Source: an optimization exercise on an open RTL-to-GDS flow (aim: small area, a short achievable clock period and few clock cycles). Production flows keep margins and buffers that such runs may drop. Only simulation tests tie the RTL to the original design; equivalence was not proved. Power and IR drop assume default switching activity.

==> flow/design.v <==
module CHIP #(
    parameter BIT_W = 32
)(
        input               i_clk,
        input               i_rst_n,
        input  [BIT_W-1:0]  i_IMEM_data,
        output [BIT_W-1:0]  o_IMEM_addr,
        output              o_IMEM_cen,
        input               i_DMEM_stall,
        input  [BIT_W-1:0]  i_DMEM_rdata,
        output              o_DMEM_cen,
        output              o_DMEM_wen,
        output [BIT_W-1:0]  o_DMEM_addr,
        output [BIT_W-1:0]  o_DMEM_wdata,
        output              o_finish,
        input               i_cache_finish,
        output              o_proc_finish
);
    reg  [31:0] pc_f;             
    reg  [31:0] ir_x;             
    reg  [31:0] pc_x;             
    reg         v_x;              
    reg  [31:0] m_res;            
    reg  [31:0] m_wdata;          
    reg  [4:0]  m_rd;
    reg         m_we;             
    reg         m_load, m_store, m_ecall;
    reg         m_started;        
    reg         mem_busy;         
    reg  [31:0] rf [1:31];
    reg  [31:1] rf_v;
    reg  [31:0] mul_a, mul_b, mul_acc;
    reg         mul_act;
    wire m_start     = (m_load | m_store) & ~mem_busy;
    wire load_done   = m_load & ~i_DMEM_stall & (~mem_busy | m_started);
    wire m_hold      = (m_load & ~load_done) | (m_store & mem_busy) | m_ecall;
    wire [31:0] wb_data = m_load ? i_DMEM_rdata : m_res;
    assign o_DMEM_cen   = m_load | m_store;
    assign o_DMEM_wen   = m_store;
    assign o_DMEM_addr  = m_res;
    assign o_DMEM_wdata = m_wdata;
    assign o_finish      = m_ecall;
    assign o_proc_finish = m_ecall;
    assign o_IMEM_cen    = ~m_ecall;
    assign o_IMEM_addr   = pc_f;
    wire [6:0] opc = ir_x[6:0];
    wire [2:0] f3  = ir_x[14:12];
    wire [4:0] rs1 = ir_x[19:15];
    wire [4:0] rs2 = ir_x[24:20];
    wire [4:0] rd  = ir_x[11:7];
    wire op_auipc = opc == 7'b0010111;
    wire op_jal   = opc == 7'b1101111;
    wire op_jalr  = opc == 7'b1100111;
    wire op_br    = opc == 7'b1100011;
    wire op_ld    = opc == 7'b0000011;
    wire op_st    = opc == 7'b0100011;
    wire op_imm   = opc == 7'b0010011;
    wire op_op    = opc == 7'b0110011;
    wire op_ecall = opc == 7'b1110011;
    wire is_sub = op_op & ir_x[30];
    wire is_mul = op_op & ~ir_x[30] & ir_x[25];
    wire use_rs1 = op_jalr | op_br | op_ld | op_st | op_imm | op_op;
    wire use_rs2 = op_br | op_st | op_op;
    wire wr_rd   = op_auipc | op_jal | op_jalr | op_ld | op_imm | op_op;
    wire fwd1 = m_we & ~m_load & (m_rd == rs1);
    wire fwd2 = m_we & ~m_load & (m_rd == rs2);
    reg [31:0] rs1v, rs2v;
    integer i;
    always @(*) begin
        rs1v = 32'd0;
        rs2v = 32'd0;
        for (i = 1; i < 32; i = i + 1) begin
            rs1v = rs1v | ({32{rf_v[i] & ~fwd1 & (rs1 == i)}} & rf[i]);
            rs2v = rs2v | ({32{rf_v[i] & ~fwd2 & (rs2 == i)}} & rf[i]);
        end
        rs1v = rs1v | ({32{~rf_v[2] & ~fwd1 & (rs1 == 5'd2)}} & 32'hbffffff0)
                    | ({32{~rf_v[3] & ~fwd1 & (rs1 == 5'd3)}} & 32'h10008000)
                    | ({32{fwd1}} & m_res);
        rs2v = rs2v | ({32{~rf_v[2] & ~fwd2 & (rs2 == 5'd2)}} & 32'hbffffff0)
                    | ({32{~rf_v[3] & ~fwd2 & (rs2 == 5'd3)}} & 32'h10008000)
                    | ({32{fwd2}} & m_res);
    end
    wire haz = m_load & m_we & ((use_rs1 & (m_rd == rs1)) | (use_rs2 & (m_rd == rs2)));
    wire [31:0] imm_i  = {{20{ir_x[31]}}, ir_x[31:20]};
    wire [31:0] imm_iz = {20'd0, ir_x[31:20]};
    wire [31:0] imm_sz = {20'd0, ir_x[31:25], ir_x[11:7]};
    wire [31:0] imm_b  = {{19{ir_x[31]}}, ir_x[31], ir_x[7], ir_x[30:25], ir_x[11:8], 1'b0};
    wire [31:0] imm_j  = {{11{ir_x[31]}}, ir_x[31], ir_x[19:12], ir_x[20], ir_x[30:21], 1'b0};
    wire [31:0] imm_u  = {ir_x[31:12], 12'd0};
    wire is_slt   = op_imm & (f3 == 3'b010);
    wire do_sub   = is_sub | op_br | is_slt;
    wire [31:0] opb_raw = use_rs2 & ~op_st ? rs2v :
                          op_st            ? imm_sz :
                          op_imm           ? imm_i  : imm_iz;
    wire [31:0] opb = opb_raw ^ {32{do_sub}};
    wire [31:0] sum = rs1v + opb + {31'd0, do_sub};
    wire lt  = (rs1v[31] ^ opb_raw[31]) ? rs1v[31] : sum[31];
    wire eq  = rs1v == rs2v;
    wire [31:0] pc_imm = pc_x + (op_br ? imm_b : op_jal ? imm_j : imm_u);
    wire [31:0] pc_4   = pc_x + 32'd4;
    wire        sh_left = ~f3[2];
    reg  [31:0] sh_in, sh_rev;
    always @(*) begin
        for (i = 0; i < 32; i = i + 1) sh_in[i] = sh_left ? rs1v[31-i] : rs1v[i];
    end
    wire        sh_fill = ~sh_left & rs1v[31];
    wire signed [32:0] sh_ext = {sh_fill, sh_in};
    wire [32:0] sh_sr = sh_ext >>> ir_x[24:20];
    wire [31:0] sh_r = ir_x[31] ? {32{sh_fill}} : sh_sr[31:0];
    always @(*) begin
        for (i = 0; i < 32; i = i + 1) sh_rev[i] = sh_left ? sh_r[31-i] : sh_r[i];
    end
    reg br_t;
    always @(*) begin
        case (f3)
            3'b000: br_t = eq;
            3'b001: br_t = ~eq;
            3'b100: br_t = lt;
            3'b101: br_t = ~lt;
            default: br_t = 1'b0;
        endcase
    end
    wire taken = v_x & ((op_br & br_t) | op_jal | op_jalr);
    wire [31:0] target = op_jalr ? sum : pc_imm;
    wire [31:0] pp0 = mul_b[0] ? mul_a        : 32'd0;
    wire [31:0] pp1 = mul_b[1] ? mul_a << 1   : 32'd0;
    wire [31:0] pp2 = mul_b[2] ? mul_a << 2   : 32'd0;
    wire [31:0] pp3 = mul_b[3] ? mul_a << 3   : 32'd0;
    wire [31:0] cs1_s = pp0 ^ pp1 ^ pp2;
    wire [31:0] cs1_c = ((pp0 & pp1) | (pp0 & pp2) | (pp1 & pp2)) << 1;
    wire [31:0] cs2_s = pp3 ^ mul_acc ^ cs1_s;
    wire [31:0] cs2_c = ((pp3 & mul_acc) | (pp3 & cs1_s) | (mul_acc & cs1_s)) << 1;
    wire [31:0] cs3_s = cs2_s ^ cs2_c ^ cs1_c;
    wire [31:0] cs3_c = ((cs2_s & cs2_c) | (cs2_s & cs1_c) | (cs2_c & cs1_c)) << 1;
    wire [31:0] acc_nx = cs3_s + cs3_c;
    wire        mul_fin = mul_act & ((mul_b[31:4] == 28'd0) | (mul_a[27:0] == 28'd0));
    wire        mul_wait = v_x & is_mul & ~mul_fin;
    reg [31:0] res;
    always @(*) begin
        res = 32'd0;
        if (op_auipc) res = pc_imm;
        else if (op_jal | op_jalr) res = pc_4;
        else if (op_ld | op_st) res = sum;
        else if (op_imm) begin
            case (f3)
                3'b000: res = sum;
                3'b001: res = sh_rev;
                3'b010: res = {31'd0, lt};
                3'b101: res = sh_rev;
                default: res = 32'd0;
            endcase
        end else if (op_op) begin
            if (ir_x[30]) res = sum;
            else if (ir_x[25]) res = acc_nx;
            else case (f3)
                3'b000: res = sum;
                3'b110: res = rs1v | rs2v;
                3'b111: res = rs1v & rs2v;
                default: res = 32'd0;
            endcase
        end
    end
    wire x_adv = ~m_hold & ~(v_x & (haz | mul_wait));
    always @(posedge i_clk or negedge i_rst_n) begin
        if (!i_rst_n) begin
            pc_f <= 32'h00010000;
            v_x  <= 1'b0;
            m_we <= 1'b0;
            m_load <= 1'b0;
            m_store <= 1'b0;
            m_ecall <= 1'b0;
            m_started <= 1'b0;
            mem_busy <= 1'b0;
            mul_act <= 1'b0;
            rf_v <= 31'd0;
        end else begin
            mem_busy  <= m_start ? i_DMEM_stall : (mem_busy & i_DMEM_stall);
            m_started <= m_load & ~load_done & (m_started | m_start);
            if (m_we) rf_v[m_rd] <= 1'b1;
            if (x_adv) mul_act <= 1'b0;
            else if (v_x & is_mul & ~haz) mul_act <= 1'b1;
            if (x_adv) begin
                pc_f <= taken ? target : pc_f + 32'd4;
                v_x  <= ~taken;
                m_we    <= v_x & wr_rd & (rd != 5'd0);
                m_load  <= v_x & op_ld;
                m_store <= v_x & op_st;
                m_ecall <= v_x & op_ecall;
            end else if (~m_hold) begin
                m_we    <= 1'b0;
                m_load  <= 1'b0;
                m_store <= 1'b0;
            end
        end
    end
    always @(posedge i_clk) begin
        if (m_we) rf[m_rd] <= wb_data;
        if (x_adv) begin
            ir_x    <= i_IMEM_data;
            pc_x    <= pc_f;
            m_res   <= res;
            m_wdata <= rs2v;
            m_rd    <= rd;
        end
        if (~mul_act) begin
            mul_a   <= rs1v;
            mul_b   <= rs2v;
            mul_acc <= 32'd0;
        end else begin
            mul_a   <= mul_a << 4;
            mul_b   <= mul_b >> 4;
            mul_acc <= acc_nx;
        end
    end
endmodule
==> flow/run.sh <==
#!/bin/bash
# synth_recipe.tcl (not shown) runs the flow's synth.tcl, then flattens the netlist and writes it again
# the make line also repeats each setting of config.mk as NAME=value (left out here)
make -C /OpenROAD-flow-scripts/flow DESIGN_CONFIG=/design/flow/config.mk WORK_HOME=/design/flow/orfs CLKGATE_MAP_FILE= SYNTH_SCRIPT=/design/flow/synth_recipe.tcl finish
==> flow/config.mk <==
export PLATFORM = sky130hd
export DESIGN_NAME = CHIP
export DESIGN_NICKNAME = CHIP
export VERILOG_FILES = /design/flow/design.v
export SDC_FILE = /design/flow/constraint.sdc
export NUM_CORES = 4
export LEC_CHECK = 0
export CAP_MARGIN = 20
export CORE_MARGIN = 2
export CORE_UTILIZATION = 35
export SLEW_MARGIN = 20
==> flow/constraint.sdc <==
create_clock -name core_clock -period 16.0 [get_ports {i_clk}]
set_input_delay 3.2000 -clock core_clock [delete_from_list [all_inputs] [get_ports {i_clk}]]
set_output_delay 3.2000 -clock core_clock [all_outputs]
set_load 0.01 [all_outputs]
==> run summary <==
[worst max-delay path, delay by kind of cell, from the launching register on]
kind	cells	cell delay [ns]
and+or+nand+nor	12	3.88
AOI/OAI and AO/OA	10	3.50
buffers and inverters	4	1.92
adders and majority gates	1	0.43
DFF	1	0.36
muxes	1	0.16
xor gates and xnor gates	1	0.14
[cell usage in the layout (no fill, tap or decap), types with 63 or more instances in the layout]
cell type	count
inv_1	134
dfrtp_1	69
edfxtp_1	1125
clkbuf_16	140
and2_1	168
a22o_1	143
fa_1	89
xnor2_1	129
buf_4	230
ha_1	172
nor2_1	243
mux2_2	102
o21ai_0	239
nand2_1	382
a21oi_1	242
nor3_1	63
dfxtp_1	96
clkdlybuf4s50_1	166
a222oi_1	81
nand4_1	130
nand3_1	199
a221oi_1	198
a22oi_1	425
[worst min path at each step]
stage | start | to | slack [ns] | cells after the start
3_3_place_gp | pc_f[17] | pc_x[17] | 0.46 | 0
4_1_cts | pc_f[17] | pc_x[17] | 0.48 | 0
3_5_place_dp | mul_b[21] | mul_b[17] | 0.48 | 1
5_1_grt | pc_f[17] | pc_x[17] | 0.49 | 0
6_report | pc_f[17] | pc_x[17] | 0.48 | 0
2_1_floorplan | mul_b[4] | mul_b[0] | 0.45 | 2
[layout make-up]
| cell class | instances | area [sq um] |
|---|---|---|
| diodes | 27 | 67.6 |
| clock buffers | 169 | 3670 |
| clock inverters | 85 | 921 |
| fillers | 18291 | 116000 |
| inverters | 139 | 527 |
| multi-input cells | 4011 | 30000 |
| flip-flops and latches | 1292 | 37500 |
| well taps | 2624 | 3280 |
| repair buffers | 398 | 3420 |
[kinds of logic after synthesis]
logic type | share of synthesized area
XOR/XNOR | 0.0241
AND/OR/NAND/NOR | 0.115
adder cells (fa/ha/maj) | 0.0571
buffers and inverters | 0.0305
AO/OA/AOI/OAI | 0.191
multiplexers | 0.0377
flip-flops | 0.544
[where the power goes]
part	internal [mW]	switching, mW	leakage [nW]
registers	3.61	0	14.6
logic	0.0142	0.00937	13.2
clock network	1.80	1.49	2.21
total	5.42	1.50	30.0
[metal layers]
| metal | vias up | wire length, um | track usage |
|---|---|---|---|
| li1 | 23486 | - | - |
| met1 | 30485 | 124000 | 0.423 |
| met2 | 6540 | 146000 | 0.495 |
| met3 | 1972 | 60800 | 0.163 |
| met4 | 24 | 32100 | 0.240 |
| met5 | - | 170 | 0.00293 |
[state kept, by name (all words and copies together), names as in the netlist, 5 cells and up]
| register | flops |
|---|---|
| ir_x | 32 |
| m_rd | 5 |
| m_res | 32 |
| m_wdata | 32 |
| mul_a | 32 |
| mul_acc | 32 |
| mul_b | 32 |
| pc_f | 32 |
| pc_x | 32 |
| rf | 992 |
| rf_v | 31 |
[per-stage QoR]
| stage | instances | setup WS [ns] | power (mW) |
|---|---|---|---|
| after floorplan | 5836 | 7.23 | 3.68 |
| after global placement | 8462 | 6.16 | 3.71 |
| after detailed placement | 8462 | 6.03 | 3.71 |
| after CTS | 8716 | 5.97 | 6.92 |
| after global routing | 8719 | 5.47 | 7.05 |
| final | 8745 | 5.22 | 6.92 |
==> summary.md <==
| Metric | Value |
|---|---|
| Status | no timing/DRC/antenna violations |
| DR DRC count | 0 |
| # rows | 162 |
| Reg2Reg Capture Point | pc_f[29] |
| Final Util | 0.406 |
| Clk latency of the worst-skew pair | 0.84 ns |
| R2R depth | 29 |
| Core region area | 195000 sq um |
| Setup crit end kind | flip-flop |
| Most frequent cell after synthesis | edfxtp_1 |
| Full die area | 200000 sq um |
| Yosys top cell area share | 0.490 |
| Share of the yosys chip area belonging to registers | 0.544 |
| Top cells by area, synth | edfxtp_1 (49%), a22oi_1 (4.6%), ha_1 (3.1%) |
| Max clock buf depth | 3 |
| Main synth FF type | edfxtp_1 |
| Cell Area, Synth | 68900 sq um |
| Fin nets | 6311 |
| CTS Sinks | 1292 |
| R2R Setup Slk | 5.22 ns |
| Setup bufs post-CTS | 0 |
| Vias after detailed routing | 62507 |
| Setup Skew | 0.0736 ns |
| Final setup viols | 0 |
| Max Fclk | 0.0928 GHz |
| Async S/R FF share, synth | 0.0550 |
| Global Route Usage Sum | 0.351 |
| Finished Cell Area | 79300 sq um |
| Critical Path Sink | pc_f[29] |
| Critical path's slowest cell | a2111oi_0 |
| Vias in the first global route | 57984 |
| Die X | 448 um |
| Gr ovfl total | 0 |
| WP data arrival | 11.38 ns |
| Vias/cell | 7.15 |
| Total Routed Length | 363 mm |
| IO buf count | 167 |
| Area after DPL | 74600 sq um |
| Worst hold path class | flip-flop to flip-flop |
| Yosys reg bits | 1292 |
| Die H | 448 um |
| Crit share post-route | 0.674 |
| Worst VDD drop | 0.111 mV |
| CP Class | flip-flop to flip-flop |
| Io pins | 169 |
| Syn avg cell area | 11.8 sq um |
| Final hold slack | 0.484 ns |
| Starting Density | 0.353 |
| CTS buffer count | 140 |
| Startpoint types | flip-flop |
| Synth Instances | 5836 |
| CTS tree | built |
| Routed len/inst | 41.6 um |
| Mapped Nets | 6165 |
| H-tree depth | 4 |
| WP data required | 16.59 ns |
| Leakage | 30.0 nW |
| Final slew viol count | 0 |
| Largest net degree at the start of global routing | 71 |
| Critical Path Most Common Cell | buf_4 |
| Endpoints failing hold | 0 |
| Post-synth EDFFs | 1125 |
| Worst R2R Start | m_load |
| Worst Tran Pin Value | 1.40 ns |
| Largest stage delay, worst path | 1.13 ns |
| Final Wtd Congestion | 1.01 |
| CP max FO | 46 |
| CTS Hold Bufs | 0 |
| Unrepaired setup endpoints after global routing | false |
| Layout area overhead | 15.1% |
| MaxCap Viol Count | 0 |
| Ys Warns | 1 |
| CP Launch Point | m_load |
| Fin crit period | 10.78 ns |
| Final HPWL from detailed placement | 220 mm |
| Count of unique library cells instantiated by Yosys | 94 |
| Relative slew slack | 0.0671 |
| Setup_tns | 0 ns |
| Root Driver | clkbuf_16 |
| Share of cells above drive strength 1 | 0.117 |
| Post-synth top cells | edfxtp_1 (1125), a22oi_1 (425), nand2_1 (384), clkbuf_1 (306), nor2_1 (282) |
| Pwr/cell area | 87.3 nW/um^2 |
| Initial antenna violation count | 22 |
| Initial drt markers | 13884 |
| Post-CTS Resized | 0 |
| Clk slew on worst S/H paths | 0.06 ns |
| 1st-pass router iterations | 14 |
| Post-route ant nets | 0 |
| Post-synth top area cell | edfxtp_1 |
| Global-route wire length before repair | 485 mm |
Testbench counts, summed over its fixed seeds: cycles 136,821.

==> port drivers added, routing unchanged <==
How much do the figures lean on ideal ports? The routed layout below was timed once more, with nothing changed but the port constraints. Step 1 assumes that a clkbuf_16 drives the clock port and a buf_2 every other input. Step 2 times the ports against the registers' clock, not the clock port: input delays grow and output delays shrink by t, the midpoint of the rising clock arrivals with the driver on. a / b / c = ideal ports / drivers / drivers and shift; a / b = the first two.
shift t [ns]: 0.887
slack for setup (ns): 5.219 / 5.219 / 5.219
hold WS [ns]: 0.484 / 0.484 / 0.484
worst setup path at the end: register to register
After both steps this run still meets setup and hold. The setup slack of this run moves by 0.000 ns with the drivers and by 0.000 ns with both steps.
